Context: an optimization exercise on an open-source flow, tuned for small area. The choices shown serve that exercise and are no tape-out recipe.
Only simulation tests tie the RTL to the original design; equivalence was not proved.
The clock input has no modelled driver; a real chip could not lean on it and would need a root buffer or a full tree.
Power is estimated from default activity; no workload was simulated.

## xenon
Design top_module, start of the top module:
module top_module (
    input  logic       clk,
    input  logic       reset,
    input  logic [3:0] dip_switch,
    input  logic       input_ready1,
    input  logic       input_ready2,
    output logic [6:0] segments,
    output logic [3:0] display_select
);
==> module input_manager, before the edit <==
module input_manager (
    input  logic       clk,
    input  logic       reset,
    input  logic [3:0] dip_switch,
    input  logic       input_ready,
    input  logic       freeze,           
    output logic [3:0] hundreds,
    output logic [3:0] tens,
    output logic [3:0] units,
    output logic       done              
);
    logic [1:0] pos;
    localparam logic [3:0] HUNDREDS_INV = 4'b0011;
    localparam logic [3:0] TENS_INV     = 4'b1111;
    localparam logic [3:0] UNITS_INV    = 4'b0001;
    logic [3:0] hundreds_q, tens_q, units_q;
    logic take;
    assign take = input_ready & ~freeze;
    assign done = input_ready & pos[1];
    always_ff @(posedge clk or posedge reset) begin
        if (reset)            pos <= 2'b00;
        else if (input_ready) pos <= {pos[0] & ~pos[1], ~pos[1]};
    end
    always_ff @(posedge clk) begin
        if (take & ~pos[0])          hundreds_q <= dip_switch ^ HUNDREDS_INV;
        if (take & pos[0] & ~pos[1]) tens_q     <= dip_switch ^ TENS_INV;
        if (take & pos[1])           units_q    <= dip_switch ^ UNITS_INV;
    end
    assign hundreds = hundreds_q ^ HUNDREDS_INV;
    assign tens     = tens_q ^ TENS_INV;
    assign units    = units_q ^ UNITS_INV;
endmodule
Settings: LEC_CHECK=0, ABC_AREA=1, CAP_MARGIN=20, CORE_MARGIN=2, CORE_UTILIZATION=60, SLEW_MARGIN=20; clock period 14.0 ns.
standard.sh (not shown) runs the stock make flow with config.mk's settings and CLKGATE_MAP_FILE= SYNTH_SCRIPT=/design/flow/synth_recipe.tcl, a recipe that flattens the netlist after the stock synthesis.
==> flow/flow/run.sh <==
#!/bin/bash
# Standard synthesis; then its combinational logic re-mapped with a stronger
# ABC script (flip-flops untouched, full adders mapped to the full-adder cell,
# result proven equivalent); then the standard layout, with the smallest
# port buffers and a clock distributed by a few buffers (flow/pre_cts.tcl).
# Each tool's output goes to a log file here.
set -euo pipefail
W=$PWD
R=$W/orfs/results/$FLOW_PLATFORM/top_module/base
YOSYS=$FLOW_HOME/../tools/install/yosys/bin/yosys
[[ -x $YOSYS ]] || YOSYS=yosys

bash standard.sh synth > $W/synth.log 2>&1

cp $R/1_2_yosys.v $W/std_1_2_yosys.v
export REOPT_LIB=$FLOW_HOME/platforms/$FLOW_PLATFORM/lib/sky130_fd_sc_hd__tt_025C_1v80.lib
export REOPT_IN=$W/std_1_2_yosys.v
export REOPT_TOP=$FLOW_TOP
export REOPT_FA=-fa
export REOPT_ADDER_MAP=$FLOW_HOME/platforms/$FLOW_PLATFORM/cells_adders_hd.v
export REOPT_DONT_USE="$(grep -o -- '-dont_use [A-Za-z0-9_]*' $W/orfs/logs/$FLOW_PLATFORM/top_module/base/1_2_yosys.log | awk '{print $2}' | sort -u | tr '\n' ' ')"

# ABC's search depends on its random seed: map with several seeds (in
# parallel) and keep the smallest netlist that is proven equivalent to the
# standard one.
SEEDS="1 2 3 4 5 6 7 8"
for s in $SEEDS; do
  mkdir -p $W/reopt_$s
  sed "s/@SEED@/$s/" $W/flow/reopt.abc.in > $W/reopt_$s/reopt.abc
  ( export REOPT_DIR=$W/reopt_$s REOPT_OUT=$W/reopt_$s/netlist.v REOPT_SCRIPT=$W/reopt_$s/reopt.abc
    $YOSYS -c $W/flow/reopt.tcl > $W/reopt_$s/reopt.log 2>&1 || true ) &
  while (( $(jobs -rp | wc -l) >= ${NUM_CORES:-4} )); do sleep 0.2; done
done
wait
BEST=""
BEST_AREA=""
for s in $SEEDS; do
  A=$(grep -i 'chip area' $W/reopt_$s/reopt_after.stat 2>/dev/null | awk '{print $NF}' || true)
  [[ -n $A && -f $W/reopt_$s/netlist.v ]] || continue
  sed -e "s|@LIB@|$REOPT_LIB|" -e "s|@GOLD@|$REOPT_IN|" -e "s|@GATE@|$W/reopt_$s/netlist.v|" -e "s|@TOP@|$FLOW_TOP|g" \
      $W/flow/equiv.ys.in > $W/reopt_$s/equiv.ys
  $YOSYS -s $W/reopt_$s/equiv.ys > $W/reopt_$s/equiv.log 2>&1 || continue
  echo "seed $s: area $A, equivalent" >> $W/reopt_summary.log
  if [[ -z $BEST ]] || awk "BEGIN{exit !($A < $BEST_AREA)}"; then BEST=$s; BEST_AREA=$A; fi
done
echo "chosen seed: ${BEST:-none} ($BEST_AREA)" >> $W/reopt_summary.log
if [[ -n $BEST ]]; then
  cp $W/reopt_$BEST/netlist.v $R/1_2_yosys.v
  rm -f $R/1_synth.odb $R/1_synth.sdc
fi

# extra make variables for the layout, one per line
EXTRA=()
[[ -f $W/flow/make.args ]] && mapfile -t EXTRA < <(grep -v '^#' $W/flow/make.args | grep -v '^$')
# clock distribution: a few buffers driven by the clock port (flow/pre_cts.tcl)
EXTRA+=("PRE_CTS_TCL=$W/flow/pre_cts.tcl" "ROOT_CLK_PORT=clk")
bash standard.sh finish "${EXTRA[@]}" > $W/layout.log 2>&1
Other scripts of this flow, unchanged in this note and not shown: flow/flow/equiv.ys.in, flow/flow/make.args, flow/flow/pre_cts.tcl, flow/flow/reopt.abc.in, flow/flow/reopt.tcl
No stage failed in xenon, and the final checks on the layout all came back clean.
### xenon -> indigo
diff --git a/flow/design.v b/flow/design.v
--- a/flow/design.v
+++ b/flow/design.v
@@ -8,29 +8,22 @@
     output logic [3:0] tens,
     output logic [3:0] units,
     output logic       done              
 );
     logic [1:0] pos;
-    localparam logic [3:0] HUNDREDS_INV = 4'b0011;
-    localparam logic [3:0] TENS_INV     = 4'b1111;
-    localparam logic [3:0] UNITS_INV    = 4'b0001;
-    logic [3:0] hundreds_q, tens_q, units_q;
     logic take;
     assign take = input_ready & ~freeze;
     assign done = input_ready & pos[1];
     always_ff @(posedge clk or posedge reset) begin
         if (reset)            pos <= 2'b00;
         else if (input_ready) pos <= {pos[0] & ~pos[1], ~pos[1]};
     end
     always_ff @(posedge clk) begin
-        if (take & ~pos[0])          hundreds_q <= dip_switch ^ HUNDREDS_INV;
-        if (take & pos[0] & ~pos[1]) tens_q     <= dip_switch ^ TENS_INV;
-        if (take & pos[1])           units_q    <= dip_switch ^ UNITS_INV;
+        if (take & ~pos[0])          hundreds <= dip_switch;
+        if (take & pos[0] & ~pos[1]) tens     <= dip_switch;
+        if (take & pos[1])           units    <= dip_switch;
     end
-    assign hundreds = hundreds_q ^ HUNDREDS_INV;
-    assign tens     = tens_q ^ TENS_INV;
-    assign units    = units_q ^ UNITS_INV;
 endmodule
 module adder_submodule (
     input  logic [3:0] h1, t1, u1,
     input  logic [3:0] h2, t2, u2,
     input  logic [1:0] sel,
[summary]
indigo gives less stage delay of the slowest cell on the critical path than xenon did.
Between xenon and indigo, the area growth from synthesis to layout does not differ in any meaningful way.
Compared with xenon, indigo shows a static power due to leakage that is 0.0056 nW higher.
indigo ended with less share of the clock period used by the worst path than xenon.
xenon -> indigo: reported max-cap violation count delta 0, exact match
Non-clock inverter count in the final layout ends up lower on xenon.
Going from xenon to indigo, clock power share held, count of multi-input combinational gates lower, count of pins over their slew limit about even.
Setup slack in indigo is larger than in xenon.
Summary — cell area reported after detailed placement, indigo relative to xenon: higher, by 1.3%.
Row number of nets in the final layout: indigo higher / xenon lower
As of indigo, peak clock frequency supported by timing had risen slightly compared to xenon.
In the reports for xenon and indigo, the larger register share of the cell area belongs to xenon.
No run of this note takes its clock network from TritonCTS; it comes from the design's own scripts or RTL.

re-timing with driven ports:
The flow's constraints put no driver on any port. The routed layouts listed below were extracted and timed again, unchanged, in two steps.
Step 1 (the two cells are an assumption about what drives the block):
set clk [get_ports {clk}]
set_driving_cell -lib_cell sky130_fd_sc_hd__clkbuf_16 $clk
set_driving_cell -lib_cell sky130_fd_sc_hd__buf_2 [delete_from_list [all_inputs] $clk]
Step 2 adds t to the input delays and takes it off the output delays; t is the mean of the earliest and latest rising clock arrival at the registers after step 1. Input paths then give back, and output paths get back, about the clock's delay inside the block.
Three values: ideal ports, drivers, drivers and shift; two values: the first two.
run	t, ns	setup WS [ns]	hold slack, ns
xenon	0.199	6.277 / 6.277 / 6.277	0.362 / 0.362 / 0.362
indigo	0.198	6.399 / 6.399 / 6.399	0.369 / 0.369 / 0.369
After both steps every run listed still meets setup and hold.
